This design comes from an exercise in tuning for small area on the open sky130 flow, not from production work. Only simulation tests tie the RTL to the original design; equivalence was not proved. Power is estimated from default activity; no workload was simulated.

`flow/flow/my_synth.tcl`:
```
# synth_recipe.tcl with two changes to ORFS's synth.tcl: no adder extraction
# (extract_fa), and ABC_SCRIPT (deep synthesis and area mapping) in place of
# ORFS's ABC script. Registers are mapped exactly as in the standard synthesis.
proc synth {args} { yosys synth -nofsm -noshare {*}$args }
set f [open $::env(SCRIPTS_DIR)/synth.tcl]
set txt [read $f]
close $f
set n0 [string length $txt]
set txt [string map [list \
  "extract_fa {*}\[dont_use_extract_fa_args\]" "" \
  "log_cmd abc {*}\$abc_args" "log_cmd abc {*}\[lreplace \$abc_args 1 1 $::env(MY_ABC_SCRIPT)\]"] $txt]
if { [string length $txt] == $n0 } { error "synth.tcl patch did not apply" }
eval $txt
# left out here: clear keep_hierarchy, flatten, clean up, hide names made inside functions, write 1_2_yosys.v
```
`flow/flow/abc_dc2.script`:
```
strash
ifraig
dc2
&get -n
&st
&deepsyn -T 120
&put
dch -f
amap
topo
```
`flow/config.mk`:
```
export PLATFORM = sky130hd
export DESIGN_NAME = runningdog
export DESIGN_NICKNAME = runningdog
export VERILOG_FILES = /design/flow/design.v
export SDC_FILE = /design/flow/constraint.sdc
export NUM_CORES = 4
export LEC_CHECK = 0
export CAP_MARGIN = 20
export CORE_MARGIN = 2
export CORE_UTILIZATION = 40
export SLEW_MARGIN = 20
export SYNTH_NETLIST_FILES = /design/flow/my_netlist.v
export BUFFER_PORTS_ARGS = -buffer_cell sky130_fd_sc_hd__buf_1
export CTS_ARGS = -sink_clustering_enable -repair_clock_nets -dont_use_dummy_load -buf_list sky130_fd_sc_hd__clkbuf_8
```
`flow/standard.sh`:
```
#!/bin/bash
# synth_recipe.tcl (not shown) runs the flow's synth.tcl, then flattens the netlist and writes it again
# the make line also repeats each setting of config.mk as NAME=value (left out here)
make -C /OpenROAD-flow-scripts/flow DESIGN_CONFIG=/design/flow/config.mk WORK_HOME=/design/flow/orfs CLKGATE_MAP_FILE= SYNTH_SCRIPT=/design/flow/synth_recipe.tcl "${@:-finish}"
```
`flow/constraint.sdc`:
```
create_clock -name core_clock -period 10.0 [get_ports {CLOCK_50}]
set_input_delay 2.0000 -clock core_clock [delete_from_list [all_inputs] [get_ports {CLOCK_50}]]
set_output_delay 2.0000 -clock core_clock [all_outputs]
set_load 0.01 [all_outputs]
```
`flow/flow/abc_amap.script`:
```
strash
ifraig
&get -n
&st
&deepsyn -T 120
&put
amap
topo
```
`flow/design.v`:
```
module counter(count, hex0, hex1, hex2, hex3, hex4, hex5, clk, resetn, enable);
	input clk;
	input resetn, enable;
	output [6:0] hex0, hex1, hex2, hex3, hex4, hex5;
	output [23:0] count;
	reg [15:0] rd;
	reg [23:0] num;
	wire pulse = (rd == 16'h487D);
	wire fb = rd[15] ^ rd[13] ^ rd[12] ^ rd[10];
	always @(posedge clk)
	begin
		if (!resetn || (enable && pulse))
			rd <= 16'hFFFF;
		else if (enable)
			rd <= {rd[14:0], fb};
	end
	wire step = pulse && !(&num);
	always @(posedge clk)
	begin
		if (!resetn)
			num <= 24'd0;
		else
			num <= num + {23'd0, step};
	end
	hex_decoder h0(.hex_digit(num[3:0]), .segments(hex0));
	hex_decoder h1(.hex_digit(num[7:4]), .segments(hex1));
	hex_decoder h2(.hex_digit(num[11:8]), .segments(hex2));
	hex_decoder h3(.hex_digit(num[15:12]), .segments(hex3));
	hex_decoder h4(.hex_digit(num[19:16]), .segments(hex4));
	hex_decoder h5(.hex_digit(num[23:20]), .segments(hex5));
	assign count = num;
endmodule
module hex_decoder(hex_digit, segments);
	input [3:0] hex_digit;
	output [6:0] segments;
	localparam [111:0] SEG = {7'b000_1110, 7'b000_0110, 7'b010_0001, 7'b100_0110,
	                          7'b000_0011, 7'b000_1000, 7'b001_1000, 7'b000_0000,
	                          7'b111_1000, 7'b000_0010, 7'b001_0010, 7'b001_1001,
	                          7'b011_0000, 7'b010_0100, 7'b111_1001, 7'b100_0000};
	assign segments = SEG[hex_digit*7 +: 7];
endmodule
module runningdog
	(
		CLOCK_50,
		resetn,
		KEY,
		plot,
		x,
		y,
		colour,
		HEX0,
		HEX1,
		HEX2,
		HEX3,
		HEX4,
		HEX5
	);
	input			CLOCK_50;
	input			resetn;
	input   [3:1]   KEY;
	output			plot;
	output	reg [7:0]	x;
	output	reg [6:0]	y;
	output	reg [2:0]	colour;
	output   [6:0] HEX0, HEX1, HEX2, HEX3, HEX4, HEX5;
	localparam  BEGIN = 4'd0,
	            GROUND = 4'd8,
	            DRAW = 4'd4,
	            DRAW_TREE = 4'd7,
	            DRAW_BIRD = 4'd5,
	            DRAW_DEATH = 4'd6,
	            DELAY = 4'd9,
	            ERASE = 4'd10,
	            NEW_XY = 4'd1,
	            NEW_XY_TREE = 4'd2,
	            NEW_XY_BIRD = 4'd3;
	reg [3:0] state, next_state;
	wire s_begin  = (state == BEGIN);
	wire s_ground = (state == GROUND);
	wire s_draw   = (state == DRAW);
	wire s_tree   = (state == DRAW_TREE);
	wire s_bird   = (state == DRAW_BIRD);
	wire s_death  = (state == DRAW_DEATH);
	wire s_delay  = (state == DELAY);
	wire s_erase  = (state == ERASE);
	wire s_nxy    = (state == NEW_XY);
	wire s_nxtree = (state == NEW_XY_TREE);
	wire s_nxbird = (state == NEW_XY_BIRD);
	assign plot = s_ground | s_draw | s_tree | s_bird | s_death | s_erase;
	wire [23:0] count;
	wire is_count;
	counter c0(count, HEX0, HEX1, HEX2, HEX3, HEX4, HEX5, CLOCK_50, KEY[1] & resetn, is_count);
	wire c_lt5  = (count < 24'd5);
	wire c_lt10 = (count < 24'd10);
	reg [12:0] lfsr;
	always @(posedge CLOCK_50)
	begin
		if (!resetn)
			lfsr <= 13'd7;
		else
			lfsr <= {lfsr[11:0], lfsr[12] ^ lfsr[3] ^ lfsr[2] ^ lfsr[0]};
	end
	reg [6:0] y_o;         
	reg [7:0] tree_x;
	reg [2:0] tcode;       
	reg [1:0] bcode;       
	reg is_jump, is_kneel, down, up;
	wire [6:0] tree_y = tcode[2] ? 7'd100 :
	                    tcode[1] ? (tcode[0] ? 7'd90 : 7'd95) : (tcode[0] ? 7'd105 : 7'd112);
	wire y_dec = is_jump ? !down : up;
	wire [6:0] y_z = y_o ^ {7{y_dec}};
	wire [6:0] y_t = {&y_z[5:0], &y_z[4:0], &y_z[3:0], &y_z[2:0], &y_z[1:0], y_z[0], 1'b1};
	always @(posedge CLOCK_50)
	begin
		if (s_begin)
			y_o <= 7'd110;
		else if (s_nxy && (is_jump || is_kneel))
			y_o <= y_o ^ y_t;
	end
	always @(posedge CLOCK_50)
	begin
		if (s_begin)
			tree_x <= 8'd130;
		else
			tree_x <= tree_x - {7'd0, s_nxtree};
	end
	always @(posedge CLOCK_50)
	begin
		if (s_begin)
			tcode <= 3'b100;
		else if (tree_x == 8'd197)
			tcode <= {1'b0, lfsr[1:0]};
	end
	always @(posedge CLOCK_50)
	begin
		if (s_begin)
			bcode <= 2'b11;
		else if (!s_nxbird && tree_x == 8'd14)
			bcode <= lfsr[1:0];
	end
	wire tree_xhit = (tree_x == 8'd8) | (tree_x == 8'd9) | (tree_x == 8'd14) | (tree_x == 8'd15);
	wire bird_xhit = s_nxbird ?
		((tree_x >= 8'd69 && tree_x <= 8'd77) || tree_x == 8'd80 || tree_x == 8'd81) :
		((tree_x >= 8'd70 && tree_x <= 8'd78) || tree_x == 8'd81 || tree_x == 8'd82);
	wire tree_yhit = (y_o <= 7'd120) &&
		(tcode[2] ? (y_o >= 7'd94) :
		 tcode[1] ? (tcode[0] ? (y_o >= 7'd84) : (y_o >= 7'd89)) :
		            (tcode[0] ? (y_o >= 7'd99) : (y_o >= 7'd106)));
	wire bird_yhit =
		bcode[1] ? (bcode[0] ? (y_o >= 7'd83 && y_o <= 7'd93) : (y_o >= 7'd63 && y_o <= 7'd73)) :
		           (bcode[0] ? (y_o >= 7'd100 && y_o <= 7'd110) : (y_o >= 7'd73 && y_o <= 7'd83));
	wire coll = (tree_xhit && tree_yhit) || (bird_xhit && bird_yhit);
	reg is_over_q;
	wire is_over = !s_begin && (coll || (resetn && is_over_q));
	always @(posedge CLOCK_50)
		is_over_q <= is_over;
	assign is_count = !s_begin && !is_over;
	reg [7:0] X;
	reg [6:0] Y;
	reg F;
	reg [1:0] dc;         
	wire [5:0] q = X[5:0];
	wire [7:0] x0 = dc[1] ? (dc[0] ? 8'd71 : 8'd61) : (dc[0] ? 8'd41 : 8'd40);
	wire raster = s_ground | s_erase | s_delay;
	wire sprite = s_draw | s_death | s_bird;
	wire x159 = X[7] & X[4] & X[3] & X[2] & X[1] & X[0];
	wire y120 = Y[6] & Y[5] & Y[4] & Y[3];
	wire sp_term = (s_draw & q[4] & q[3] & q[0]) |       
	               (s_death & q[5] & q[3] & q[1]);       
	wire b_term = s_bird & Y[4] & Y[0];                  
	wire t3 = (X[1:0] + 2'd1 == tree_x[1:0]);
	wire y114 = (y == 7'd114);
	wire [7:0] bird_x = tree_x + 8'd186;
	wire b_step;           
	wire x_inc = !F && (raster ? !y120 : (s_draw | s_death | s_tree | (s_bird && b_step)));
	wire x_clr = s_begin || (!F && ((raster && x159) || sp_term));
	wire x_tree = (F && s_bird) || (!F && s_tree && t3);
	wire x_bird = (F && (s_draw || s_death)) || (!F && b_term);
	wire x_ld = F && s_tree;
	wire y_inc = !F && ((raster && x159) || (s_tree && t3 && !y114) || (s_bird && !b_term));
	wire y_115 = s_begin || (F && s_erase) || (!F && s_ground && y120);
	wire y_89 = F && s_tree;
	wire y_0 = (F && !s_tree && !s_erase) || (!F && raster && y120 && !s_ground) ||
	           (!F && s_tree && t3 && y114) || b_term;
	always @(posedge CLOCK_50)
	begin
		if (x_clr)
			X <= 8'd0;
		else if (x_ld)
			X <= x0;
		else if (x_tree)
			X <= tree_x;
		else if (x_bird)
			X <= bird_x;
		else
			X <= X + {7'd0, x_inc};
		if (y_115)
			Y <= 7'd115;
		else if (y_89)
			Y <= 7'd89;
		else if (y_0)
			Y <= 7'd0;
		else
			Y <= Y + {6'd0, y_inc};
		F <= !F && ((raster && y120) || sp_term || b_term || (s_tree && t3 && y114));
	end
	always @(posedge CLOCK_50)
	begin
		if (s_begin)
			dc <= 2'd0;
		else if (s_delay && !F && y120)
			dc <= c_lt5 ? 2'd1 : (c_lt10 ? 2'd2 : 2'd3);
	end
	always @(posedge CLOCK_50)
	begin
		if (s_begin)
			colour <= 3'b000;
		else if (s_ground)
			colour <= 3'b111;
		else if (s_draw)
			colour <= c_lt5 ? 3'b100 : (c_lt10 ? 3'b000 : 3'b110);
		else if (s_tree)
			colour <= 3'b010;
		else if (s_bird)
			colour <= 3'b001;
		else if (s_death)
			colour <= 3'b101;
		else if (s_erase)
			colour <= c_lt10 ? 3'b011 : 3'b000;
	end
	localparam [255:0] DOG_X = {8'd15, 8'd15, 8'd15, 8'd15, 8'd15, 8'd15, 8'd15, 8'd13, 8'd8, 8'd9, 8'd13, 8'd10, 8'd13, 8'd12, 8'd11, 8'd10, 8'd13, 8'd12, 8'd11, 8'd10, 8'd13, 8'd12, 8'd11, 8'd10, 8'd15, 8'd14, 8'd13, 8'd15, 8'd13, 8'd15, 8'd14, 8'd13};
	localparam [223:0] DOG_DY = {7'd127, 7'd127, 7'd127, 7'd127, 7'd127, 7'd127, 7'd127, 7'd127, 7'd3, 7'd3, 7'd6, 7'd6, 7'd5, 7'd5, 7'd5, 7'd5, 7'd4, 7'd4, 7'd4, 7'd4, 7'd3, 7'd3, 7'd3, 7'd3, 7'd2, 7'd2, 7'd2, 7'd1, 7'd1, 7'd0, 7'd0, 7'd0};
	localparam [511:0] DEATH_X = {8'd80, 8'd80, 8'd80, 8'd80, 8'd80, 8'd80, 8'd80, 8'd80, 8'd80, 8'd80, 8'd80, 8'd80, 8'd80, 8'd80, 8'd80, 8'd80, 8'd80, 8'd80, 8'd80, 8'd80, 8'd80, 8'd80, 8'd79, 8'd77, 8'd76, 8'd74, 8'd71, 8'd70, 8'd81, 8'd79, 8'd76, 8'd74, 8'd72, 8'd70, 8'd81, 8'd79, 8'd77, 8'd76, 8'd74, 8'd72, 8'd70, 8'd81, 8'd79, 8'd76, 8'd72, 8'd70, 8'd80, 8'd79, 8'd77, 8'd76, 8'd74, 8'd71, 8'd70, 8'd14, 8'd13, 8'd12, 8'd12, 8'd12, 8'd12, 8'd12, 8'd12, 8'd12, 8'd11, 8'd10};
	localparam [447:0] DEATH_Y = {7'd14, 7'd14, 7'd14, 7'd14, 7'd14, 7'd14, 7'd14, 7'd14, 7'd14, 7'd14, 7'd14, 7'd14, 7'd14, 7'd14, 7'd14, 7'd14, 7'd14, 7'd14, 7'd14, 7'd14, 7'd14, 7'd14, 7'd14, 7'd14, 7'd14, 7'd14, 7'd14, 7'd14, 7'd13, 7'd13, 7'd13, 7'd13, 7'd13, 7'd13, 7'd12, 7'd12, 7'd12, 7'd12, 7'd12, 7'd12, 7'd12, 7'd11, 7'd11, 7'd11, 7'd11, 7'd11, 7'd10, 7'd10, 7'd10, 7'd10, 7'd10, 7'd10, 7'd10, 7'd2, 7'd2, 7'd6, 7'd5, 7'd4, 7'd3, 7'd0, 7'd1, 7'd2, 7'd2, 7'd2};
	localparam [31:0] BIRD_STEP = {1'd0, 1'd0, 1'd0, 1'd0, 1'd0, 1'd0, 1'd0, 1'd0, 1'd0, 1'd0, 1'd0, 1'd0, 1'd0, 1'd0, 1'd0, 1'd0, 1'd1, 1'd0, 1'd0, 1'd1, 1'd0, 1'd0, 1'd0, 1'd1, 1'd0, 1'd0, 1'd1, 1'd0, 1'd1, 1'd0, 1'd0, 1'd1};
	localparam [895:0] BIRD_Y = {7'd92, 7'd92, 7'd92, 7'd92, 7'd92, 7'd92, 7'd92, 7'd92, 7'd92, 7'd92, 7'd92, 7'd92, 7'd92, 7'd92, 7'd92, 7'd90, 7'd92, 7'd91, 7'd90, 7'd92, 7'd91, 7'd90, 7'd89, 7'd92, 7'd91, 7'd90, 7'd92, 7'd90, 7'd92, 7'd91, 7'd90, 7'd92, 7'd72, 7'd72, 7'd72, 7'd72, 7'd72, 7'd72, 7'd72, 7'd72, 7'd72, 7'd72, 7'd72, 7'd72, 7'd72, 7'd72, 7'd72, 7'd70, 7'd72, 7'd71, 7'd70, 7'd72, 7'd71, 7'd70, 7'd69, 7'd72, 7'd71, 7'd70, 7'd72, 7'd70, 7'd72, 7'd71, 7'd70, 7'd72, 7'd109, 7'd109, 7'd109, 7'd109, 7'd109, 7'd109, 7'd109, 7'd109, 7'd109, 7'd109, 7'd109, 7'd109, 7'd109, 7'd109, 7'd109, 7'd107, 7'd109, 7'd108, 7'd107, 7'd109, 7'd108, 7'd107, 7'd106, 7'd109, 7'd108, 7'd107, 7'd109, 7'd107, 7'd109, 7'd108, 7'd107, 7'd109, 7'd82, 7'd82, 7'd82, 7'd82, 7'd82, 7'd82, 7'd82, 7'd82, 7'd82, 7'd82, 7'd82, 7'd82, 7'd82, 7'd82, 7'd82, 7'd80, 7'd82, 7'd81, 7'd80, 7'd82, 7'd81, 7'd80, 7'd79, 7'd82, 7'd81, 7'd80, 7'd82, 7'd80, 7'd82, 7'd81, 7'd80, 7'd82};
	wire [7:0] dog_x = DOG_X[q[4:0]*8 +: 8];
	wire [6:0] dog_dy = DOG_DY[q[4:0]*7 +: 7];
	wire [7:0] death_x = DEATH_X[q*8 +: 8];
	wire [6:0] death_y = DEATH_Y[q*7 +: 7];
	wire death_abs = (q > 6'd10);
	wire [6:0] dy = s_death ? death_y : dog_dy;
	assign b_step = BIRD_STEP[Y[4:0]];
	wire [6:0] bird_y = BIRD_Y[{bcode, Y[4:0]}*7 +: 7];
	wire [6:0] ysum = (s_tree ? tree_y : y_o) + (s_tree ? Y : dy);
	always @(*)
	begin
		x = X;
		y = Y;
		if (s_draw)
		begin
			x = dog_x;
			y = ysum;
		end
		else if (s_death)
		begin
			x = death_x;
			y = death_abs ? death_y : ysum;
		end
		else if (s_bird)
			y = bird_y;
		else if (s_tree)
			y = ysum;
	end
	wire y115 = (y == 7'd115);
	always @(posedge CLOCK_50)
	begin
		if (!KEY[2])
			is_jump <= 1'b1;
		else if (!resetn || s_begin || (down && y115 && s_draw))
			is_jump <= 1'b0;
	end
	always @(posedge CLOCK_50)
	begin
		if (!KEY[3])
			is_kneel <= 1'b1;
		else if (!resetn || s_begin || (up && y115 && s_draw))
			is_kneel <= 1'b0;
	end
	always @(posedge CLOCK_50)
	begin
		if (!resetn)
		begin
			down <= 1'b0;
			up <= 1'b0;
		end
		else if (s_draw)
		begin
			if (y115)
			begin
				down <= 1'b0;
				up <= 1'b0;
			end
			if (y == 7'd60)
				down <= 1'b1;
			if (y == 7'd118)
				up <= 1'b1;
		end
	end
	always @(*)
	begin
		next_state = BEGIN;
		case (state)
			BEGIN: next_state = !KEY[1] ? GROUND : BEGIN;
			GROUND: next_state = F ? (is_over ? DRAW_DEATH : DRAW) : GROUND;
			DRAW: next_state = F ? DRAW_BIRD : DRAW;
			DRAW_BIRD: next_state = F ? DRAW_TREE : DRAW_BIRD;
			DRAW_TREE: next_state = F ? DELAY : DRAW_TREE;
			DRAW_DEATH: next_state = F ? DRAW_BIRD : DRAW_DEATH;
			DELAY: next_state = F ? (is_over ? BEGIN : ERASE) : DELAY;
			ERASE: next_state = F ? ((is_jump || is_kneel) ? NEW_XY : NEW_XY_TREE) : ERASE;
			NEW_XY: next_state = NEW_XY_TREE;
			NEW_XY_TREE: next_state = NEW_XY_BIRD;
			NEW_XY_BIRD: next_state = GROUND;
			default: next_state = BEGIN;
		endcase
	end
	always @(posedge CLOCK_50)
	begin
		if (!resetn)
			state <= BEGIN;
		else
			state <= next_state;
	end
endmodule
```
`flow/flow/run.sh`:
```
#!/bin/bash
# Layout flow: the standard synthesis with stronger ABC scripts for the
# combinational logic (flow/my_synth.tcl; flow/abc_*.script, deep synthesis
# and area mapping), run four ways in parallel, keeping the smallest netlist;
# then the standard layout (standard.sh) of that netlist, with the
# smallest buffer on each port and small clock buffers. Each tool's output
# goes to a log in this folder: synth_*.log, layout.log.
set -euo pipefail
W=$(pwd)
best=""; best_area=""
for s in deep dc2 synch amap; do
  (
    export MY_ABC_SCRIPT=$W/flow/abc_$s.script
    make -C $FLOW_HOME DESIGN_CONFIG=$W/config.mk WORK_HOME=$W/syn_$s CLKGATE_MAP_FILE= \
      SYNTH_SCRIPT=$W/flow/my_synth.tcl synth > $W/synth_$s.log 2>&1
  ) &
done
wait
for s in deep dc2 synch amap; do
  r=$W/syn_$s/reports/$FLOW_PLATFORM/runningdog/base/synth_stat.txt
  [ -f $W/syn_$s/results/$FLOW_PLATFORM/runningdog/base/1_2_yosys.v ] && [ -f $r ] || continue
  a=$(grep "Chip area" $r | awk '{print $NF}')
  echo "$s $a" >> $W/synth_choice.log
  if [ -z "$best" ] || awk "BEGIN{exit !($a < $best_area)}"; then best=$s; best_area=$a; fi
done
echo "chosen: $best $best_area" >> $W/synth_choice.log
cp $W/syn_$best/results/$FLOW_PLATFORM/runningdog/base/1_2_yosys.v $W/my_netlist.v
echo "export SYNTH_NETLIST_FILES = $W/my_netlist.v" >> $W/config.mk
echo "export BUFFER_PORTS_ARGS = -buffer_cell sky130_fd_sc_hd__buf_1" >> $W/config.mk
echo "export CTS_ARGS = -sink_clustering_enable -repair_clock_nets -dont_use_dummy_load -buf_list sky130_fd_sc_hd__clkbuf_8" >> $W/config.mk
bash standard.sh > $W/layout.log 2>&1
```
`flow/flow/abc_deep.script`:
```
strash
ifraig
&get -n
&st
&deepsyn -T 120
&put
dch -f
amap
topo
```
`flow/flow/abc_synch.script`:
```
strash
&get -n
&st
&synch2
&deepsyn -T 120
&put
dch -f
amap
topo
```
==> notes.md, run 1 <==
- The run finished with no timing, DRC or antenna violations.
- The number of instances in the synthesized netlist is 941.
- The endpoint identified for the worst register-to-register timing path is is_kneel.
- The cell count of the worst reg-to-reg path is 27.
- The maximum clock skew at final layout is 0.0179 ns.
- The core region is 15300 um2.
- Setup violations remaining at the end of the flow were counted as 0.
- Measured against its own limit, the worst slew margin works out to 38.0%.
- For this configuration, the core starts out at a cell density of 41.3%.
- The leakage power total is 2.25 nW.
- The floorplan step set the die height to 130 um.
- 66 I/O pins were placed.
- The count of buffers added on input and output ports is 65.
- The number of detailed-route iterations in the first pass is 6.
- The worst min-delay path endpoint is lfsr[4].
- After filler insertion, the fill cell instance count of the layout stands at 1675.
- After detailed routing, the average wire length per cell comes to 15.6 um.
- The number of pins with negative max-slew slack in the final report is 0.
- The floorplan has 45 rows.
- Dividing the synthesized area by the synthesized cell count gives 6.72 um2.
- The count of buffers added by post-CTS timing repair for setup is 0.
- The floorplan step defined a die boundary enclosing 16800 um2.
- Clock tree synthesis inserted a total of 9 buffers.
- Total power for the finished layout comes to 682 uW.
- The critical path arrival is 5.78 ns.
- The number of vias after detailed routing is 7005.
- The final critical-path required period is 7.78 ns.
- Along the worst hold path, the cell count comes to 2.
- Routability-driven placement finished with a final weighted congestion of 0.947.
- Leaving out fill and tap cells, the most frequent cell in the layout is sky130_fd_sc_hd__nor2_1.
- The tree is rooted in a sky130_fd_sc_hd__clkbuf_8.
- The fraction of final layout cells sized beyond drive strength 1 is 1.18%.
- Setup repair after global routing left no endpoint under its margin.
- The worst hold path begins at lfsr[3].
- The worst-case IR drop observed on VDD is 0.0000879 V.
- The final critical path takes up 77.8% of the cycle.
- The level count of the clock H-tree is 3.
- After detailed routing, the number of remaining DRC violations is 0.
- The hold violation total from the final report is 0.
- Global routing used 22.8% of the available tracks.
- The setup check on the worst reg-to-reg path leaves a slack of 3.24 ns.
- The number of max-cap violations is 0.
- The largest net degree at the start of global routing is 20.
- When the netlist entered floorplanning its net count stood at 946.
- The class of the tightest hold or removal check is reg -> reg.
- In this run the worst path has a maximum fanout of 13.
- The initial antenna violation count is 0.
- The area overhead of the layout relative to synthesis is 10.3%.
- The residual overflow from global routing is 0.
- The clock slew seen by the registers of the worst setup and hold paths is 0.09 ns.
- For the pin with the worst max-slew slack, the measured transition is 0.922 ns.
- Dividing the detail-routed via count by the number of cells gives 5.70.
- The post-detailed-routing wire length is 19200 um.
- The class of the most critical setup path is reg -> out.
- Dividing total power by cell area gives a power density of 97.8 nW/um2.
- The worst hold margin is 0.439 ns.
- The number of clock sinks seen by CTS is 103.
- The number of global-route vias before repair is 6115.
- In the layout the commonest cells are 201 x sky130_fd_sc_hd__nor2_1, 136 x sky130_fd_sc_hd__clkinv_1, 103 x sky130_fd_sc_hd__dfxtp_1, 84 x sky130_fd_sc_hd__nand2_1, 65 x sky130_fd_sc_hd__buf_1.
- Summed over all nets, the half-perimeter wirelength after detailed placement is 14900 um.
- The combined area of all synthesized cells is 6320 um2.
- The category of the worst setup path capture point is a primary output.
- The sequential cell area in the final layout is 2060 um2.
- The utilization after layout is 45.6%.
- The data required time at the worst endpoint is 8.00 ns.
- The repair_antennas step left the layout with diodes totalling 0.
- Yosys printed 0 warnings.
- In this run, post-CTS repair resized a total of 0 instances.
- The startpoint identified for the worst register-to-register timing path is state[1].
- After routing, the total negative slack on setup checks comes to 0 ns.
- The upper clock frequency limit is 129 MHz.
- The number of routed nets with antenna violations is 0.
- The clock insertion delay at the later pin of the skew report is 0.38 ns.
- After the last flow step, the layout net total stands at 1025.
- The global-route wire length before repair is 30800 um.
- The initial detailed-routing violation count is 527.
- TritonCTS built the clock tree.
- The maximum number of buffers from clock root to sink is 2.
- STA classifies the critical path startpoint as a flip-flop.
- The number of hold-repair buffers added at the cts stage is 0.
- The multi-input combinational cells in the finished layout cover a total of 3750 um2.
- The width of the die is 130 um.
[cell type report]
type                       instances  share of cell area [%]
multi-input combinational        702                    53.8
sequential                       103                    29.5
inverter                         136                    7.31
timing repair buffer              68                    3.82
tap                              211                    3.78
clock buffer                       9                    1.77
[worst max path at each step]
stage / from / end / cells after the start
2_1_floorplan: state[1] / y[6] / 22
3_3_place_gp: state[1] / y[6] / 23
3_5_place_dp: state[1] / y[6] / 23
4_1_cts: state[1] / y[6] / 23
5_1_grt: state[1] / y[6] / 23
6_report: state[1] / y[6] / 23
[registers in the layout, summed over array words and instances, names as in the netlist, 4 cells and up]
| signal | flops |
|---|---|
| state | 4 |
| Y | 7 |
| X | 8 |
| c0.num | 24 |
| lfsr | 13 |
| tree_x | 8 |
| c0.rd | 16 |
| y_o | 7 |
[metrics by stage]
| step | instance area (um2) | cells | worst slack [ns] |
|---|---|---|---|
| 2_1_floorplan | 6320 | 941 | 3.80 |
| 3_3_place_gp | 6860 | 1220 | 2.94 |
| 3_5_place_dp | 6860 | 1220 | 2.71 |
| 4_1_cts | 6980 | 1229 | 2.29 |
| 5_1_grt | 6980 | 1229 | 1.55 |
| 6_report | 6980 | 1229 | 2.22 |
[critical path, stage by stage (launching register included)]
cell,delay [ns]
sky130_fd_sc_hd__dfxtp_1,0.60
sky130_fd_sc_hd__clkinv_1,0.42
sky130_fd_sc_hd__nor2_1,0.34
sky130_fd_sc_hd__clkinv_1,0.13
sky130_fd_sc_hd__nor2_1,0.62
sky130_fd_sc_hd__clkinv_1,0.55
sky130_fd_sc_hd__nor2_1,0.27
sky130_fd_sc_hd__clkinv_1,0.10
sky130_fd_sc_hd__o21ai_0,0.13
sky130_fd_sc_hd__nor2_1,0.10
sky130_fd_sc_hd__a21oi_1,0.22
sky130_fd_sc_hd__a21oi_1,0.12
sky130_fd_sc_hd__nor2_1,0.19
sky130_fd_sc_hd__nor2_1,0.08
sky130_fd_sc_hd__nor2_1,0.12
sky130_fd_sc_hd__nor2_1,0.06
sky130_fd_sc_hd__and2_0,0.17
sky130_fd_sc_hd__or2_0,0.22
sky130_fd_sc_hd__nor2_1,0.15
sky130_fd_sc_hd__nor2_1,0.08
sky130_fd_sc_hd__nand2_1,0.05
sky130_fd_sc_hd__o21ai_0,0.08
sky130_fd_sc_hd__a221oi_1,0.43
sky130_fd_sc_hd__buf_1,0.20
[per-layer routing]
layer,global-route usage [%],vias to the layer above,wire length [um]
met4,7.97,0,366
met3,4.35,30,1460
met5,0,-,0
met2,33.1,277,8040
met1,33.7,3146,9330
li1,-,3552,-
[report_power, final]
| group | leakage [nW] | total (mW) | switching (mW) | internal [mW] |
|---|---|---|---|---|
| Clock | 0.0647 | 0.208 | 0.127 | 0.0810 |
| Sequential | 0.836 | 0.422 | 0.00638 | 0.416 |
| Combinational | 1.35 | 0.0518 | 0.0359 | 0.0158 |
| Total | 2.25 | 0.682 | 0.170 | 0.513 |
==> run 2: changes to the inputs <==
--- a/flow/design.v
+++ b/flow/design.v
@@ -233,7 +233,7 @@
 	localparam [511:0] DEATH_X = {8'd80, 8'd80, 8'd80, 8'd80, 8'd80, 8'd80, 8'd80, 8'd80, 8'd80, 8'd80, 8'd80, 8'd80, 8'd80, 8'd80, 8'd80, 8'd80, 8'd80, 8'd80, 8'd80, 8'd80, 8'd80, 8'd80, 8'd79, 8'd77, 8'd76, 8'd74, 8'd71, 8'd70, 8'd81, 8'd79, 8'd76, 8'd74, 8'd72, 8'd70, 8'd81, 8'd79, 8'd77, 8'd76, 8'd74, 8'd72, 8'd70, 8'd81, 8'd79, 8'd76, 8'd72, 8'd70, 8'd80, 8'd79, 8'd77, 8'd76, 8'd74, 8'd71, 8'd70, 8'd14, 8'd13, 8'd12, 8'd12, 8'd12, 8'd12, 8'd12, 8'd12, 8'd12, 8'd11, 8'd10};
 	localparam [447:0] DEATH_Y = {7'd14, 7'd14, 7'd14, 7'd14, 7'd14, 7'd14, 7'd14, 7'd14, 7'd14, 7'd14, 7'd14, 7'd14, 7'd14, 7'd14, 7'd14, 7'd14, 7'd14, 7'd14, 7'd14, 7'd14, 7'd14, 7'd14, 7'd14, 7'd14, 7'd14, 7'd14, 7'd14, 7'd14, 7'd13, 7'd13, 7'd13, 7'd13, 7'd13, 7'd13, 7'd12, 7'd12, 7'd12, 7'd12, 7'd12, 7'd12, 7'd12, 7'd11, 7'd11, 7'd11, 7'd11, 7'd11, 7'd10, 7'd10, 7'd10, 7'd10, 7'd10, 7'd10, 7'd10, 7'd2, 7'd2, 7'd6, 7'd5, 7'd4, 7'd3, 7'd0, 7'd1, 7'd2, 7'd2, 7'd2};
 	localparam [31:0] BIRD_STEP = {1'd0, 1'd0, 1'd0, 1'd0, 1'd0, 1'd0, 1'd0, 1'd0, 1'd0, 1'd0, 1'd0, 1'd0, 1'd0, 1'd0, 1'd0, 1'd0, 1'd1, 1'd0, 1'd0, 1'd1, 1'd0, 1'd0, 1'd0, 1'd1, 1'd0, 1'd0, 1'd1, 1'd0, 1'd1, 1'd0, 1'd0, 1'd1};
-	localparam [895:0] BIRD_Y = {7'd92, 7'd92, 7'd92, 7'd92, 7'd92, 7'd92, 7'd92, 7'd92, 7'd92, 7'd92, 7'd92, 7'd92, 7'd92, 7'd92, 7'd92, 7'd90, 7'd92, 7'd91, 7'd90, 7'd92, 7'd91, 7'd90, 7'd89, 7'd92, 7'd91, 7'd90, 7'd92, 7'd90, 7'd92, 7'd91, 7'd90, 7'd92, 7'd72, 7'd72, 7'd72, 7'd72, 7'd72, 7'd72, 7'd72, 7'd72, 7'd72, 7'd72, 7'd72, 7'd72, 7'd72, 7'd72, 7'd72, 7'd70, 7'd72, 7'd71, 7'd70, 7'd72, 7'd71, 7'd70, 7'd69, 7'd72, 7'd71, 7'd70, 7'd72, 7'd70, 7'd72, 7'd71, 7'd70, 7'd72, 7'd109, 7'd109, 7'd109, 7'd109, 7'd109, 7'd109, 7'd109, 7'd109, 7'd109, 7'd109, 7'd109, 7'd109, 7'd109, 7'd109, 7'd109, 7'd107, 7'd109, 7'd108, 7'd107, 7'd109, 7'd108, 7'd107, 7'd106, 7'd109, 7'd108, 7'd107, 7'd109, 7'd107, 7'd109, 7'd108, 7'd107, 7'd109, 7'd82, 7'd82, 7'd82, 7'd82, 7'd82, 7'd82, 7'd82, 7'd82, 7'd82, 7'd82, 7'd82, 7'd82, 7'd82, 7'd82, 7'd82, 7'd80, 7'd82, 7'd81, 7'd80, 7'd82, 7'd81, 7'd80, 7'd79, 7'd82, 7'd81, 7'd80, 7'd82, 7'd80, 7'd82, 7'd81, 7'd80, 7'd82};
+	localparam [223:0] BIRD_DY = {7'd2, 7'd2, 7'd2, 7'd2, 7'd2, 7'd2, 7'd2, 7'd2, 7'd2, 7'd2, 7'd2, 7'd2, 7'd2, 7'd2, 7'd2, 7'd0, 7'd2, 7'd1, 7'd0, 7'd2, 7'd1, 7'd0, 7'd127, 7'd2, 7'd1, 7'd0, 7'd2, 7'd0, 7'd2, 7'd1, 7'd0, 7'd2};
 	wire [7:0] dog_x = DOG_X[q[4:0]*8 +: 8];
 	wire [6:0] dog_dy = DOG_DY[q[4:0]*7 +: 7];
 	wire [7:0] death_x = DEATH_X[q*8 +: 8];
@@ -241,26 +241,22 @@
 	wire death_abs = (q > 6'd10);
 	wire [6:0] dy = s_death ? death_y : dog_dy;
 	assign b_step = BIRD_STEP[Y[4:0]];
-	wire [6:0] bird_y = BIRD_Y[{bcode, Y[4:0]}*7 +: 7];
-	wire [6:0] ysum = (s_tree ? tree_y : y_o) + (s_tree ? Y : dy);
+	wire [6:0] bird_dy = BIRD_DY[Y[4:0]*7 +: 7];
+	wire [6:0] bird_base = bcode[1] ? (bcode[0] ? 7'd90 : 7'd70) : (bcode[0] ? 7'd107 : 7'd80);
+	wire [6:0] y_base = s_tree ? tree_y : s_bird ? bird_base :
+	                    ((s_death && death_abs) || raster) ? 7'd0 : y_o;
+	wire [6:0] y_off = (s_tree || raster) ? Y : s_bird ? bird_dy : dy;
+	wire [6:0] ysum = y_base + y_off;
 	always @(*)
 	begin
 		x = X;
-		y = Y;
+		y = ysum;
 		if (s_draw)
 		begin
 			x = dog_x;
-			y = ysum;
 		end
 		else if (s_death)
-		begin
 			x = death_x;
-			y = death_abs ? death_y : ysum;
-		end
-		else if (s_bird)
-			y = bird_y;
-		else if (s_tree)
-			y = ysum;
 	end
 	wire y115 = (y == 7'd115);
 	always @(posedge CLOCK_50)
==> notes.md, run 2 <==
- The synthesized area divided by synthesized cell count is 6.63 um2 (was 6.72 um2).
- The met2 capacity usage during global routing is 35.3% (was 33.1%).
- The total number of yosys warnings is 0 (unchanged).
- The number of gates resized after CTS came to 0 (unchanged).
- The reg-to-reg critical path endpoint was Y[3] (was is_kneel).
- The launching instance or port of the critical path is state[2] (was state[1]).
- The number of instances in the synthesized netlist came to 939 (was 941).
- The utilization after layout is 45.0% (was 45.6%).
- The hold violation total from the final report came to 0 (unchanged).
- The measured slew at the worst slew-check pin came to 0.642 ns (was 0.922 ns).
- The data required time at the worst endpoint is 8.00 ns (about the same).
- The diode insertion count for antenna repair is 0 (unchanged).
- The fraction of the cycle the final worst path needs was 72.3% (was 77.8%).
- The final sum of negative setup slack came to 0 ns (unchanged).
- The initial antenna violation count came to 0 (unchanged).
- The met3 demand-to-capacity share in global routing is 4.74% (was 4.35%).
- The global-route wire length before repair was 28900 um (was 30800 um).
- The area overhead of the layout relative to synthesis came to 9.94% (was 10.3%).
- The class of the tightest hold or removal check is reg -> reg (unchanged).
- The type of element launching the critical path is a flip-flop (unchanged).
- The number of hold-repair buffers added at the cts stage is 0 (unchanged).
- The register-to-register setup slack is 4.14 ns (was 3.24 ns).
- The most crowded layer after global routing is met2 (was met1).
- The count of buffers added by post-CTS timing repair for setup was 0 (unchanged).
- The leakage power total came to 2.42 nW (was 2.25 nW).
- The width of the die came to 129 um (was 130 um).
- The largest vdd supply drop is 0.000141 V (was 0.0000879 V).
- The cell at the root of the clock tree was sky130_fd_sc_hd__clkbuf_8 (unchanged).
- The final critical-path required period came to 7.23 ns (was 7.78 ns).
- The number of vias after detailed routing is 6861 (was 7005).
- The largest net degree at the start of global routing is 24 (was 20).
- The clock tree from TritonCTS is built (unchanged).
- The cell area after layout is 6840 um2 (was 6980 um2).
- The standard cell with the maximum stage delay on the critical path is sky130_fd_sc_hd__dfxtp_1 (was sky130_fd_sc_hd__nor2_1).
- The count of final setup violators is 0 (unchanged).
- The number of global-route vias before repair is 6067 (was 6115).
- The number of clock sinks seen by CTS came to 103 (unchanged).
- The worst slew margin relative to its limit is 56.1% (was 38.0%).
- The count of buffer and inverter cells on the critical path is 6 (was 5).
- Commonest cells after routing, fill and taps aside: 206 x sky130_fd_sc_hd__nor2_1, 149 x sky130_fd_sc_hd__clkinv_1, 103 x sky130_fd_sc_hd__dfxtp_1, 91 x sky130_fd_sc_hd__nand2_1, 75 x sky130_fd_sc_hd__o21ai_0 (was 201 x sky130_fd_sc_hd__nor2_1, 136 x sky130_fd_sc_hd__clkinv_1, 103 x sky130_fd_sc_hd__dfxtp_1, 84 x sky130_fd_sc_hd__nand2_1, 65 x sky130_fd_sc_hd__buf_1).
- The number of standard-cell rows in the floorplan is 45 (unchanged).
- The die span in y is 129 um (was 130 um).
- The post-detailed-routing wire length came to 17900 um (was 19200 um).
- The standard cell core area was 15200 um2 (was 15300 um2).
- The clock insertion delay at the later pin of the skew report came to 0.39 ns (was 0.38 ns).
- The final HPWL from detailed placement came to 13800 um (was 14900 um).
- The combined area of all synthesized cells is 6220 um2 (was 6320 um2).
- The maximum number of buffers from clock root to sink is 2 (unchanged).
- The maximum clock skew at final layout is 0.0314 ns (was 0.0179 ns).
- The clock slew seen by the registers of the worst setup and hold paths is 0.10 ns (was 0.09 ns).
- Setup repair after global routing missed its margin: false (unchanged).
- The family with the most delay on the worst path is simple AND/OR/NAND/NOR gates (unchanged).
- The largest driver fanout on the critical path is 7 (was 13).
- The number of vias per cell after detailed routing was 5.70 (about the same).
- Top flop regs: c0.num x24, c0.rd x16, lfsr x13 (unchanged).
- The category of the worst setup path capture point is a primary output (unchanged).
- The critical path's largest stage delay is 0.45 ns (was 0.62 ns).
- The number of buffers created by CTS came to 9 (unchanged).
- The average wire per standard cell came to 14.9 um (was 15.6 um).
- The global-route usage over all layers is 21.6% (was 22.8%).
- The path length in cells of the critical path is 29 (was 23).
- The class of the most critical setup path is reg -> out (unchanged).
- The most frequent cell on the critical path is sky130_fd_sc_hd__nor2_1 (unchanged).
- The level count of the clock H-tree is 3 (unchanged).
- Status: no timing/DRC/antenna violations (unchanged).
- The critical path arrival is 5.23 ns (was 5.78 ns).
- The upper clock frequency limit is 138 MHz (was 129 MHz).
- The net total in the final layout was 1022 (was 1025).
- The start point of the worst min-delay path is lfsr[9] (was lfsr[3]).
- The quantity of I/O buffers inserted on ports is 65 (unchanged).
- The number of I/O pins came to 66 (unchanged).
- The number of pins with negative max-slew slack in the final report is 0 (unchanged).
- The flip-flop count of the largest register, all copies and words added came to 24 (unchanged).
- The register name with the most flops is c0.num (unchanged).
- The starting utilization of the core area was 40.9% (was 41.3%).
- The initial detailed-routing violation count came to 573 (was 527).
- The cell area power density is 223 nW/um2 (was 97.8 nW/um2).
- The met1 global-route usage was 28.4% (was 33.7%).
- The area after detailed placement was 6720 um2 (was 6860 um2).
- The routability congestion estimate is 1.01 (was 0.947).
- The cell count of the worst reg-to-reg path is 35 (was 27).
- The number of max-cap violations was 0 (unchanged).
- The number of routed nets with antenna violations came to 0 (unchanged).
- The number of cells on the worst hold path is 1 (was 2).
- The residual overflow from global routing is 0 (unchanged).
- The worst hold margin is 0.447 ns (was 0.439 ns).
- The launching point of the worst reg2reg path was state[2] (was state[1]).
- The number of detailed-route iterations in the first pass is 6 (unchanged).
- The net count of the mapped netlist is 944 (was 946).
- The die outline area is 16600 um2 (was 16800 um2).
- The fraction of final layout cells sized beyond drive strength 1 was 1.08% (was 1.18%).
- The most frequent standard cell in the layout excluding fill and tap cells is sky130_fd_sc_hd__nor2_1 (unchanged).
- The total DRC errors in the routed layout is 0 (unchanged).
- The worst min-delay path endpoint is lfsr[10] (was lfsr[4]).
run 2: cell types whose count changed in the layout (fill, tap and decap cells not counted), moves of 7 or more:
| cell | delta |
|---|---|
| sky130_fd_sc_hd__nor3_1 | -20 |
| sky130_fd_sc_hd__clkinv_1 | +13 |
| sky130_fd_sc_hd__o21ai_0 | +12 |
| sky130_fd_sc_hd__nor4_1 | -9 |
| sky130_fd_sc_hd__a211oi_1 | +8 |
| sky130_fd_sc_hd__nand2_1 | +7 |
| sky130_fd_sc_hd__o32ai_1 | -7 |
run 2: layout make-up:
type	count	area [um2]
clock buffers	9	124
fillers	1625	8360
inverters	149	559
multi-input cells	687	3600
flip-flops and latches	103	2060
well taps	188	235
repair buffers	67	259
run 2: routing by layer:
| metal | vias up | routed length, um |
|---|---|---|
| li1 | 3495 | - |
| met1 | 3037 | 8420 |
| met2 | 275 | 7920 |
| met3 | 54 | 1080 |
| met4 | 0 | 487 |
| met5 | - | 0 |
run 2: through the flow:
stage,setup WS [ns],total power [mW],cells
after detailed placement,3.33,1.30,1194
final,2.77,1.52,1203
after global routing,1.98,1.64,1203
after CTS,2.87,1.51,1203
after floorplan,3.91,1.07,939
after global placement,3.49,1.31,1194
run 2: worst max path at each step:
stage	slack (ns)	endpoint
after floorplan	3.91	y[6]
after global placement	3.49	y[6]
after detailed placement	3.33	y[6]
after CTS	2.87	y[6]
after global routing	1.98	y[6]
final	2.77	y[6]
run 2: power breakdown:
group	internal (mW)	total [mW]	switching, mW
clock network	0.0810	0.209	0.128
registers	0.458	0.531	0.0725
logic	0.246	0.782	0.537
total	0.785	1.52	0.737
==> run 3: changes to the inputs <==
--- a/flow/design.v
+++ b/flow/design.v
@@ -71,9 +71,9 @@
 	            DRAW_DEATH = 4'd6,
 	            DELAY = 4'd9,
 	            ERASE = 4'd10,
-	            NEW_XY = 4'd1,
-	            NEW_XY_TREE = 4'd2,
-	            NEW_XY_BIRD = 4'd3;
+	            NEW_XY = 4'd12,
+	            NEW_XY_TREE = 4'd13,
+	            NEW_XY_BIRD = 4'd14;
 	reg [3:0] state, next_state;
 	wire s_begin  = (state == BEGIN);
 	wire s_ground = (state == GROUND);
==> notes.md, run 3 <==
- The width of the die came to 128 um (was 129 um).
- The largest vdd supply drop is 0.0000737 V (was 0.000141 V).
- The cell at the root of the clock tree is sky130_fd_sc_hd__clkbuf_8 (unchanged).
- The number of clock sinks seen by CTS came to 103 (unchanged).
- The initial antenna violation count is 0 (unchanged).
- The upper clock frequency limit is 134 MHz (was 138 MHz).
- The clock insertion delay at the later pin of the skew report came to 0.38 ns (was 0.39 ns).
- The maximum number of buffers from clock root to sink is 2 (unchanged).
- The area overhead of the layout relative to synthesis came to 10.1% (was 9.94%).
- The data required time at the worst endpoint is 8.00 ns (about the same).
- The family with the most delay on the worst path is simple AND/OR/NAND/NOR gates (unchanged).
- The global-route wire length before repair is 29500 um (was 28900 um).
- The net count of the mapped netlist is 915 (was 944).
- The number of global-route vias before repair was 6074 (was 6067).
- The count of buffers added by post-CTS timing repair for setup is 0 (unchanged).
- The cell count of the worst reg-to-reg path was 25 (was 35).
- The post-detailed-routing wire length came to 18000 um (was 17900 um).
- The number of instances in the synthesized netlist was 910 (was 939).
- The final critical-path setup slack is 2.53 ns (was 2.77 ns).
- The final sum of negative setup slack came to 0 ns (unchanged).
- The level count of the clock H-tree was 3 (unchanged).
- The die span in y came to 128 um (was 129 um).
- The final HPWL from detailed placement came to 14000 um (was 13800 um).
- The cell area power density is 123 nW/um2 (was 223 nW/um2).
- Setup repair after global routing missed its margin: false (unchanged).
- The routability congestion estimate is 0.956 (was 1.01).
- The worst hold margin is 0.441 ns (was 0.447 ns).
- The largest net degree at the start of global routing is 20 (was 24).
- The launching point of the worst reg2reg path was state[2] (unchanged).
- The synthesized area divided by synthesized cell count is 6.72 um2 (was 6.63 um2).
- The total power came to 830 uW (was 1.52 mW).
- Top flop regs: c0.num x24, c0.rd x16, lfsr x13 (unchanged).
- The fraction of the cycle the final worst path needs is 74.7% (was 72.3%).
- The clock slew seen by the registers of the worst setup and hold paths was 0.10 ns (about the same).
- The worst slew margin relative to its limit is 33.1% (was 56.1%).
- The flip-flop count of the largest register, all copies and words added is 24 (unchanged).
- The type of element launching the critical path is a flip-flop (unchanged).
- The number of fill cells came to 1631 (was 1625).
- The start point of the worst min-delay path is lfsr[10] (was lfsr[9]).
- The most frequent cell on the critical path is sky130_fd_sc_hd__nor2_1 (unchanged).
- The utilization after layout was 44.6% (was 45.0%).
- The launching instance or port of the critical path is state[2] (unchanged).
- The category of the worst setup path capture point is a primary output (unchanged).
- The total number of yosys warnings was 0 (unchanged).
- The standard cell core area is 15100 um2 (was 15200 um2).
- Commonest cells after routing, fill and taps aside: 194 x sky130_fd_sc_hd__nor2_1, 122 x sky130_fd_sc_hd__clkinv_1, 103 x sky130_fd_sc_hd__dfxtp_1, 88 x sky130_fd_sc_hd__nand2_1, 87 x sky130_fd_sc_hd__o21ai_0 (was 206 x sky130_fd_sc_hd__nor2_1, 149 x sky130_fd_sc_hd__clkinv_1, 103 x sky130_fd_sc_hd__dfxtp_1, 91 x sky130_fd_sc_hd__nand2_1, 75 x sky130_fd_sc_hd__o21ai_0).
- The number of buffers created by CTS is 9 (unchanged).
- The register name with the most flops is c0.num (unchanged).
- The clock tree from TritonCTS was built (unchanged).
- The fraction of final layout cells sized beyond drive strength 1 is 1.12% (was 1.08%).
- The number of detailed-route iterations in the first pass was 5 (was 6).
- The hold violation total from the final report is 0 (unchanged).
- The leakage power total is 2.28 nW (was 2.42 nW).
- The standard cell with the maximum stage delay on the critical path is sky130_fd_sc_hd__nor2_1 (was sky130_fd_sc_hd__dfxtp_1).
- The number of gates resized after CTS is 0 (unchanged).
- The combined area of all synthesized cells is 6120 um2 (was 6220 um2).
- The class of the tightest hold or removal check is reg -> reg (unchanged).
- The number of routed nets with antenna violations is 0 (unchanged).
- The number of hold-repair buffers added at the cts stage is 0 (unchanged).
- The final critical-path required period came to 7.47 ns (was 7.23 ns).
- The count of placed standard cells in the final layout, fillers left out was 1174 (was 1203).
- The critical path goes through clkinv_1 -> nor2_1 -> clkinv_1 -> nor2_1 -> clkinv_1 -> nor2_1 -> clkinv_1 -> o2111ai_1 -> o311ai_0 -> o221ai_1 -> o21ai_0 -> o22ai_1 -> o22ai_1 -> and2_0 -> nor2_1 -> nor2_1 -> nor2_1 -> nor2_1 -> o22ai_1 -> nor2_1 -> a21oi_1 -> buf_1.
- The number of max-cap violations came to 0 (unchanged).
- The count of buffer and inverter cells on the critical path is 5 (was 6).
- Status: no timing/DRC/antenna violations (unchanged).
- The cell area after layout is 6740 um2 (was 6840 um2).
- The most frequent standard cell in the layout excluding fill and tap cells was sky130_fd_sc_hd__nor2_1 (unchanged).
- The area after detailed placement is 6610 um2 (was 6720 um2).
- The residual overflow from global routing is 0 (unchanged).
- The reg-to-reg critical path endpoint is Y[5] (was Y[3]).
- The number of vias per cell after detailed routing was 5.79 (was 5.70).
- The cell count after placement is 1165 (was 1194).
- The largest driver fanout on the critical path is 8 (was 7).
- The count of final setup violators was 0 (unchanged).
- The initial detailed-routing violation count is 584 (was 573).
- The global-route usage over all layers was 22.1% (was 21.6%).
- The register-to-register setup slack came to 3.58 ns (was 4.14 ns).
- The maximum clock skew at final layout came to 0.0366 ns (was 0.0314 ns).
- The average wire per standard cell is 15.3 um (was 14.9 um).
- The number of standard-cell rows in the floorplan is 45 (unchanged).
- The number of cells on the worst hold path came to 1 (unchanged).
- The critical path's largest stage delay is 0.52 ns (was 0.45 ns).
- The measured slew at the worst slew-check pin is 0.991 ns (was 0.642 ns).
- The number of vias after detailed routing was 6795 (was 6861).
- The quantity of I/O buffers inserted on ports is 65 (unchanged).
- The critical path arrival is 5.47 ns (was 5.23 ns).
- The worst min-delay path endpoint is lfsr[11] (was lfsr[10]).
- The worst setup timing slack at the placement stage is 3.09 ns (was 3.33 ns).
- The number of pins with negative max-slew slack in the final report is 0 (unchanged).
- The number of I/O pins is 66 (unchanged).
- The class of the most critical setup path is reg -> out (unchanged).
- The diode insertion count for antenna repair is 0 (unchanged).
- The die outline area was 16300 um2 (was 16600 um2).
- The net total in the final layout is 993 (was 1022).
- The total DRC errors in the routed layout came to 0 (unchanged).
- The starting utilization of the core area is 40.5% (was 40.9%).
## run 3: layout make-up
cell class | count | area [um2] | area share (%)
tap | 188 | 235 | 3.49
timing repair buffer | 67 | 259 | 3.85
multi-input combinational | 685 | 3600 | 53.4
inverter | 122 | 458 | 6.80
clock buffer | 9 | 124 | 1.84
sequential | 103 | 2060 | 30.6
## run 3: metal layers
metal | track usage, % | part of all wire (%) | routed length [um]
met5 | 0 | 0 | 0
met2 | 36.2 | 45 | 8060
met1 | 29.3 | 46 | 8340
met3 | 4.55 | 6.0 | 1080
met4 | 7.37 | 2.8 | 500
## run 3: worst max-delay path by stage
stage / to / slack (ns) / cells after the start
after floorplan: y[6] / 4.12 / 21
after global routing: y[6] / 1.89 / 22
after CTS: y[6] / 2.67 / 22
after detailed placement: y[6] / 3.09 / 22
final: y[6] / 2.53 / 22
after global placement: y[6] / 3.14 / 22
## run 3: where the power goes
group          internal (mW)  switching (mW)  total (mW)
Combinational         0.0565           0.129       0.185
Sequential             0.422          0.0136       0.436
Clock                 0.0811           0.128       0.209
## run 3: worst reg2reg max path, cell delays in order, from the launching register on
cell	delay, ns
sky130_fd_sc_hd__dfxtp_1	0.47
sky130_fd_sc_hd__clkinv_1	0.22
sky130_fd_sc_hd__nor2_1	0.16
sky130_fd_sc_hd__clkinv_1	0.13
sky130_fd_sc_hd__nor2_1	0.52
sky130_fd_sc_hd__clkinv_1	0.34
sky130_fd_sc_hd__nor2_1	0.47
sky130_fd_sc_hd__clkinv_1	0.31
sky130_fd_sc_hd__o2111ai_1	0.26
sky130_fd_sc_hd__o311ai_0	0.16
sky130_fd_sc_hd__o221ai_1	0.26
sky130_fd_sc_hd__o21ai_0	0.22
sky130_fd_sc_hd__o22ai_1	0.24
sky130_fd_sc_hd__o22ai_1	0.14
sky130_fd_sc_hd__and2_0	0.20
sky130_fd_sc_hd__nor2_1	0.11
sky130_fd_sc_hd__nor2_1	0.06
sky130_fd_sc_hd__nor2_1	0.12
sky130_fd_sc_hd__nor2_1	0.08
sky130_fd_sc_hd__o22ai_1	0.16
sky130_fd_sc_hd__nor2_1	0.07
sky130_fd_sc_hd__a21oi_1	0.24
sky130_fd_sc_hd__nand4_1	0.19
sky130_fd_sc_hd__o41ai_1	0.84
sky130_fd_sc_hd__or3_1	0.25
sky130_fd_sc_hd__o21ai_0	0.09
==> run 4: changes to the inputs <==
--- a/flow/flow/run.sh
+++ b/flow/flow/run.sh
@@ -27,5 +27,5 @@
 cp $W/syn_$best/results/$FLOW_PLATFORM/runningdog/base/1_2_yosys.v $W/my_netlist.v
 echo "export SYNTH_NETLIST_FILES = $W/my_netlist.v" >> $W/config.mk
 echo "export BUFFER_PORTS_ARGS = -buffer_cell sky130_fd_sc_hd__buf_1" >> $W/config.mk
-echo "export CTS_ARGS = -sink_clustering_enable -repair_clock_nets -dont_use_dummy_load -buf_list sky130_fd_sc_hd__clkbuf_8" >> $W/config.mk
+echo "export CTS_ARGS = -sink_clustering_enable -repair_clock_nets -dont_use_dummy_load -sink_clustering_size 14 -buf_list sky130_fd_sc_hd__clkbuf_8" >> $W/config.mk
 bash standard.sh > $W/layout.log 2>&1
--- a/flow/config.mk
+++ b/flow/config.mk
@@ -11,4 +11,4 @@
 export SLEW_MARGIN = 20
 export SYNTH_NETLIST_FILES = /design/flow/my_netlist.v
 export BUFFER_PORTS_ARGS = -buffer_cell sky130_fd_sc_hd__buf_1
-export CTS_ARGS = -sink_clustering_enable -repair_clock_nets -dont_use_dummy_load -buf_list sky130_fd_sc_hd__clkbuf_8
+export CTS_ARGS = -sink_clustering_enable -repair_clock_nets -dont_use_dummy_load -sink_clustering_size 14 -buf_list sky130_fd_sc_hd__clkbuf_8
==> notes.md, run 4 <==
- The count of final setup violators is 0 (unchanged).
- The worst setup timing slack at the placement stage is 3.09 ns (unchanged).
- Top flop regs: c0.num x24, c0.rd x16, lfsr x13 (unchanged).
- The most frequent standard cell in the layout excluding fill and tap cells is sky130_fd_sc_hd__nor2_1 (unchanged).
- Status: no timing/DRC/antenna violations (unchanged).
- The number of gates resized after CTS is 0 (unchanged).
- The level count of the clock H-tree is 3 (unchanged).
- The number of pins with negative max-slew slack in the final report is 0 (unchanged).
- The number of vias after detailed routing is 6795 (unchanged).
- The termination of the worst setup path is y[6] (unchanged).
- The global-route usage over all layers came to 22.1% (unchanged).
- Commonest cells after routing, fill and taps aside: 194 x sky130_fd_sc_hd__nor2_1, 122 x sky130_fd_sc_hd__clkinv_1, 103 x sky130_fd_sc_hd__dfxtp_1, 88 x sky130_fd_sc_hd__nand2_1, 87 x sky130_fd_sc_hd__o21ai_0 (unchanged).
- The starting utilization of the core area was 40.5% (unchanged).
- The cell area power density is 123 nW/um2 (unchanged).
- The most frequent cell on the critical path was sky130_fd_sc_hd__nor2_1 (unchanged).
- The reg-to-reg critical path endpoint is Y[5] (unchanged).
- The die outline area is 16300 um2 (unchanged).
- The clock slew seen by the registers of the worst setup and hold paths is 0.10 ns (about the same).
- The combined area of all synthesized cells is 6120 um2 (unchanged).
- The largest net degree at the start of global routing is 20 (unchanged).
- The net count of the mapped netlist was 915 (unchanged).
- The initial detailed-routing violation count was 584 (unchanged).
- The number of global-route vias before repair came to 6074 (unchanged).
- The fraction of final layout cells sized beyond drive strength 1 is 1.12% (unchanged).
- Chain of cells forming the critical path: clkinv_1 -> nor2_1 -> clkinv_1 -> nor2_1 -> clkinv_1 -> nor2_1 -> clkinv_1 -> o2111ai_1 -> o311ai_0 -> o221ai_1 -> o21ai_0 -> o22ai_1 -> o22ai_1 -> and2_0 -> nor2_1 -> nor2_1 -> nor2_1 -> nor2_1 -> o22ai_1 -> nor2_1 -> a21oi_1 -> buf_1 (unchanged).
- The global-route wire length before repair is 29500 um (unchanged).
- The net total in the final layout is 993 (unchanged).
- The number of clock sinks seen by CTS is 103 (unchanged).
- The number of cells on the worst hold path was 1 (unchanged).
- The standard cell core area is 15100 um2 (unchanged).
- The maximum number of buffers from clock root to sink came to 2 (unchanged).
- The type of element launching the critical path is a flip-flop (unchanged).
- The largest vdd supply drop is 0.0000737 V (unchanged).
- The largest driver fanout on the critical path came to 8 (unchanged).
- The register name with the most flops is c0.num (unchanged).
- The number of routed nets with antenna violations is 0 (unchanged).
- The flip-flop count of the largest register, all copies and words added is 24 (unchanged).
- The area overhead of the layout relative to synthesis was 10.1% (unchanged).
- The initial antenna violation count is 0 (unchanged).
- The critical path's largest stage delay was 0.52 ns (about the same).
- The data required time at the worst endpoint is 8.00 ns (about the same).
- The count of buffers added by post-CTS timing repair for setup is 0 (unchanged).
- The final HPWL from detailed placement is 14000 um (unchanged).
- The number of detailed-route iterations in the first pass was 5 (unchanged).
- The maximum clock skew at final layout is 0.0366 ns (unchanged).
- The number of instances in the synthesized netlist is 910 (unchanged).
- The cell at the root of the clock tree is sky130_fd_sc_hd__clkbuf_8 (unchanged).
- The category of the worst setup path capture point is a primary output (unchanged).
- The worst hold margin is 0.441 ns (unchanged).
- The total number of yosys warnings was 0 (unchanged).
- The synthesized area divided by synthesized cell count is 6.72 um2 (unchanged).
- The width of the die came to 128 um (unchanged).
- The number of standard-cell rows in the floorplan is 45 (unchanged).
- The average wire per standard cell is 15.3 um (unchanged).
- Setup repair after global routing missed its margin: false (unchanged).
- The die span in y was 128 um (unchanged).
- The fraction of the cycle the final worst path needs was 74.7% (unchanged).
- The post-detailed-routing wire length is 18000 um (unchanged).
- The final critical-path required period is 7.47 ns (unchanged).
- The number of max-cap violations was 0 (unchanged).
- The utilization after layout is 44.6% (unchanged).
- The routability congestion estimate is 0.956 (unchanged).
- The clock tree from TritonCTS is built (unchanged).
- The number of vias per cell after detailed routing is 5.79 (unchanged).
- The launching point of the worst reg2reg path is state[2] (unchanged).
- The clock insertion delay at the later pin of the skew report came to 0.38 ns (about the same).
- The number of fill cells is 1631 (unchanged).
- The hold violation total from the final report is 0 (unchanged).
- The total power was 830 uW (unchanged).
- The final critical-path setup slack is 2.53 ns (unchanged).
- The leakage power total is 2.28 nW (unchanged).
- The class of the most critical setup path was reg -> out (unchanged).
- The number of buffers created by CTS is 9 (unchanged).
- The measured slew at the worst slew-check pin is 0.991 ns (unchanged).
- The worst slew margin relative to its limit is 33.1% (unchanged).
- The number of I/O pins is 66 (unchanged).
- The diode insertion count for antenna repair is 0 (unchanged).
- The residual overflow from global routing is 0 (unchanged).
- The class of the tightest hold or removal check was reg -> reg (unchanged).
- The final sum of negative setup slack is 0 ns (unchanged).
- The register-to-register setup slack came to 3.58 ns (about the same).
- The launching instance or port of the critical path is state[2] (unchanged).
- The upper clock frequency limit is 134 MHz (unchanged).
- The number of hold-repair buffers added at the cts stage is 0 (unchanged).
- The total DRC errors in the routed layout was 0 (unchanged).
- The critical path arrival was 5.47 ns (about the same).
- The standard cell with the maximum stage delay on the critical path is sky130_fd_sc_hd__nor2_1 (unchanged).
- The cell count of the worst reg-to-reg path is 25 (unchanged).
- The quantity of I/O buffers inserted on ports is 65 (unchanged).
run 4: layer usage:
layer | part of all wire, % | vias to the layer above | GRT usage (%)
li1 | - | 3448 | -
met5 | 0 | - | 0
met3 | 6.0 | 41 | 4.55
met2 | 45 | 231 | 36.2
met4 | 2.8 | 0 | 7.37
met1 | 46 | 3075 | 29.3
run 4: how the worst min path moves through the flow:
stage | from | endpoint | slack [ns]
2_1_floorplan | lfsr[3] | lfsr[4] | 0.41
3_3_place_gp | lfsr[6] | lfsr[7] | 0.42
3_5_place_dp | lfsr[3] | lfsr[4] | 0.42
4_1_cts | lfsr[10] | lfsr[11] | 0.44
5_1_grt | lfsr[10] | lfsr[11] | 0.45
6_report | lfsr[10] | lfsr[11] | 0.44
run 4: through the flow:
stage	instances	instance area (um2)
2_1_floorplan	910	6120
5_1_grt	1174	6740
3_3_place_gp	1165	6610
6_report	1174	6740
4_1_cts	1174	6740
3_5_place_dp	1165	6610
run 4: cell type report:
class | count | area [um2] | share of cell area, %
sequential | 103 | 2060 | 30.6
timing repair buffer | 67 | 259 | 3.85
clock buffer | 9 | 124 | 1.84
multi-input combinational | 685 | 3600 | 53.4
tap | 188 | 235 | 3.49
inverter | 122 | 458 | 6.80
run 4: power breakdown:
group	switching, mW	leakage [nW]	internal [mW]
combinational	0.129	1.38	0.0565
sequential	0.0136	0.835	0.422
clock	0.128	0.0647	0.0811
total	0.270	2.28	0.560
run 4: worst max-delay path: cells and delay by family, from the launching register on:
kind / cells / cell delay [ns]
buffers and inverters: 5 / 1.18
DFF: 1 / 0.47
and+or+nand+nor: 9 / 1.79
AOI/OAI and AO/OA: 8 / 1.67
==> run 5: changes to the inputs <==
--- a/flow/flow/run.sh
+++ b/flow/flow/run.sh
@@ -27,5 +27,5 @@
 cp $W/syn_$best/results/$FLOW_PLATFORM/runningdog/base/1_2_yosys.v $W/my_netlist.v
 echo "export SYNTH_NETLIST_FILES = $W/my_netlist.v" >> $W/config.mk
 echo "export BUFFER_PORTS_ARGS = -buffer_cell sky130_fd_sc_hd__buf_1" >> $W/config.mk
-echo "export CTS_ARGS = -sink_clustering_enable -repair_clock_nets -dont_use_dummy_load -sink_clustering_size 14 -buf_list sky130_fd_sc_hd__clkbuf_8" >> $W/config.mk
+echo "export CTS_ARGS = -sink_clustering_enable -repair_clock_nets -dont_use_dummy_load -sink_clustering_size 30 -buf_list sky130_fd_sc_hd__clkbuf_16" >> $W/config.mk
 bash standard.sh > $W/layout.log 2>&1
--- a/flow/config.mk
+++ b/flow/config.mk
@@ -11,4 +11,4 @@
 export SLEW_MARGIN = 20
 export SYNTH_NETLIST_FILES = /design/flow/my_netlist.v
 export BUFFER_PORTS_ARGS = -buffer_cell sky130_fd_sc_hd__buf_1
-export CTS_ARGS = -sink_clustering_enable -repair_clock_nets -dont_use_dummy_load -sink_clustering_size 14 -buf_list sky130_fd_sc_hd__clkbuf_8
+export CTS_ARGS = -sink_clustering_enable -repair_clock_nets -dont_use_dummy_load -sink_clustering_size 30 -buf_list sky130_fd_sc_hd__clkbuf_16
==> notes.md, run 5 <==
- The starting utilization of the core area was 40.5% (unchanged).
- The class of the tightest hold or removal check is reg -> reg (unchanged).
- The level count of the clock H-tree came to 3 (unchanged).
- The worst setup timing slack at the placement stage came to 3.09 ns (unchanged).
- The fraction of the cycle the final worst path needs is 74.7% (about the same).
- The detailed route wirelength on metal2 is 8040 um (was 8060 um).
- The initial detailed-routing violation count is 571 (was 584).
- The final sum of negative setup slack is 0 ns (unchanged).
- The reg-to-reg critical path endpoint is Y[5] (unchanged).
- The number of buffers created by CTS is 9 (unchanged).
- The worst slew margin relative to its limit is 33.3% (was 33.1%).
- The clock tree from TritonCTS is built (unchanged).
- The quantity of I/O buffers inserted on ports came to 65 (unchanged).
- The residual overflow from global routing is 0 (unchanged).
- The leakage power total is 2.33 nW (was 2.28 nW).
- The type of element launching the critical path is a flip-flop (unchanged).
- The share of total power in the clock network came to 32.4% (was 25.1%).
- The termination of the worst setup path is y[6] (unchanged).
- The number of gates resized after CTS is 0 (unchanged).
- The number of I/O pins is 66 (unchanged).
- The net total in the final layout is 993 (unchanged).
- The standard cell with the maximum stage delay on the critical path is sky130_fd_sc_hd__nor2_1 (unchanged).
- The sequential group share of total power came to 47.4% (was 52.5%).
- The switching power share of the total is 30.7% (was 32.5%).
- The maximum clock skew at final layout came to 0.0243 ns (was 0.0366 ns).
- The uppermost signal routing layer after detailed routing is met4 (unchanged).
- The clock slew seen by the registers of the worst setup and hold paths is 0.07 ns (was 0.10 ns).
- The number of instances in the synthesized netlist is 910 (unchanged).
- The measured slew at the worst slew-check pin is 0.987 ns (was 0.991 ns).
- The die outline area is 16300 um2 (unchanged).
- The launching instance or port of the critical path was state[2] (unchanged).
- The final critical-path setup slack is 2.53 ns (about the same).
- The cell count of the worst reg-to-reg path is 25 (unchanged).
- The number of global-route vias before repair was 6084 (was 6074).
- Top flop regs: c0.num x24, c0.rd x16, lfsr x13 (unchanged).
- The clock insertion delay at the later pin of the skew report was 0.35 ns (was 0.38 ns).
- Status: no timing/DRC/antenna violations (unchanged).
- The initial antenna violation count is 0 (unchanged).
- The global-route usage over all layers is 22.2% (was 22.1%).
- The critical path's largest stage delay is 0.53 ns (was 0.52 ns).
- The final critical-path required period is 7.47 ns (about the same).
- The number of clock sinks seen by CTS is 103 (unchanged).
- The largest net degree at the start of global routing is 20 (unchanged).
- The number of vias per cell after detailed routing was 5.79 (about the same).
- The global-route wire length before repair came to 29500 um (about the same).
- Chain of cells forming the critical path: clkinv_1 -> nor2_1 -> clkinv_1 -> nor2_1 -> clkinv_1 -> nor2_1 -> clkinv_1 -> o2111ai_1 -> o311ai_0 -> o221ai_1 -> o21ai_0 -> o22ai_1 -> o22ai_1 -> and2_0 -> nor2_1 -> nor2_1 -> nor2_1 -> nor2_1 -> o22ai_1 -> nor2_1 -> a21oi_1 -> buf_1 (unchanged).
- The post-detailed-routing wire length is 18000 um (about the same).
- Setup repair after global routing missed its margin: false (unchanged).
- The number of routed nets with antenna violations is 0 (unchanged).
run 5: worst min-delay path by stage:
stage                   from  cells past startpoint  slack (ns)        to
CTS                  lfsr[2]                      2        0.44   lfsr[3]
detailed placement   lfsr[3]                      2        0.42   lfsr[4]
global placement     lfsr[6]                      1        0.42   lfsr[7]
floorplan            lfsr[3]                      2        0.41   lfsr[4]
global route        lfsr[10]                      1        0.45  lfsr[11]
finish               lfsr[8]                      1        0.44   lfsr[9]
run 5: power by group through the flow:
stage               combinational [mW]  clock, mW  sequential (mW)
floorplan                        0.132          0            0.442
global placement                 0.184          0            0.445
detailed placement               0.183          0            0.444
CTS                              0.184      0.306            0.435
global route                     0.209      0.322            0.438
finish                           0.186      0.298            0.436
run 5: cell type report:
cell class / count / area (um2)
inverters: 122 / 458
repair buffers: 67 / 259
flip-flops and latches: 103 / 2060
fillers: 1615 / 8250
well taps: 188 / 235
clock buffers: 9 / 225
multi-input cells: 685 / 3600
run 5: per-stage QoR:
stage	utilization (%)	power, mW	instances	hold WS (ns)	instance area [um2]
after global placement	43.8	0.630	1165	0.417	6610
after detailed placement	43.8	0.628	1165	0.424	6610
after global routing	45.3	0.969	1174	0.453	6840
after CTS	45.3	0.926	1174	0.442	6840
after floorplan	-	0.574	910	0.412	6120
final	45.3	0.920	1174	0.439	6840
run 5: routing by layer:
layer,global-route usage (%),vias to the layer above
li1,-,3445
met1,29.3,3087
met2,36.5,216
met3,3.80,44
met4,8.08,0
met5,0,-
run 5: worst max-delay path: cells and delay by family (launching register included):
kind / cells / cell delay [ns]
AOI/OAI and AO/OA: 8 / 1.67
buffers and inverters: 5 / 1.19
DFF: 1 / 0.46
and+or+nand+nor: 9 / 1.81

==> re-timing with driven ports <==
In the flow no input, the clock included, has a driving cell. The finished layouts below were timed again as built, in two steps.
Step 1: set_driving_cell puts a clkbuf_16 on CLOCK_50 and a buf_2 on each other input, an assumption about the parent block.
Step 2 times the ports against the registers' clock, not the clock port: input delays grow and output delays shrink by t, the midpoint of the rising clock arrivals with the driver on.
Slacks: no drivers / after step 1 / after step 2; pairs: no drivers / after step 1.
run	shift t [ns]	slack for setup (ns)
run 1	0.405	2.220 / 2.186 / 2.591
run 2	0.410	2.775 / 2.734 / 3.144
run 3	0.395	2.525 / 2.489 / 2.884
run 4	0.395	2.525 / 2.489 / 2.884
run 5	0.377	2.525 / 2.484 / 2.861
After both steps setup and hold are still met in every run listed.
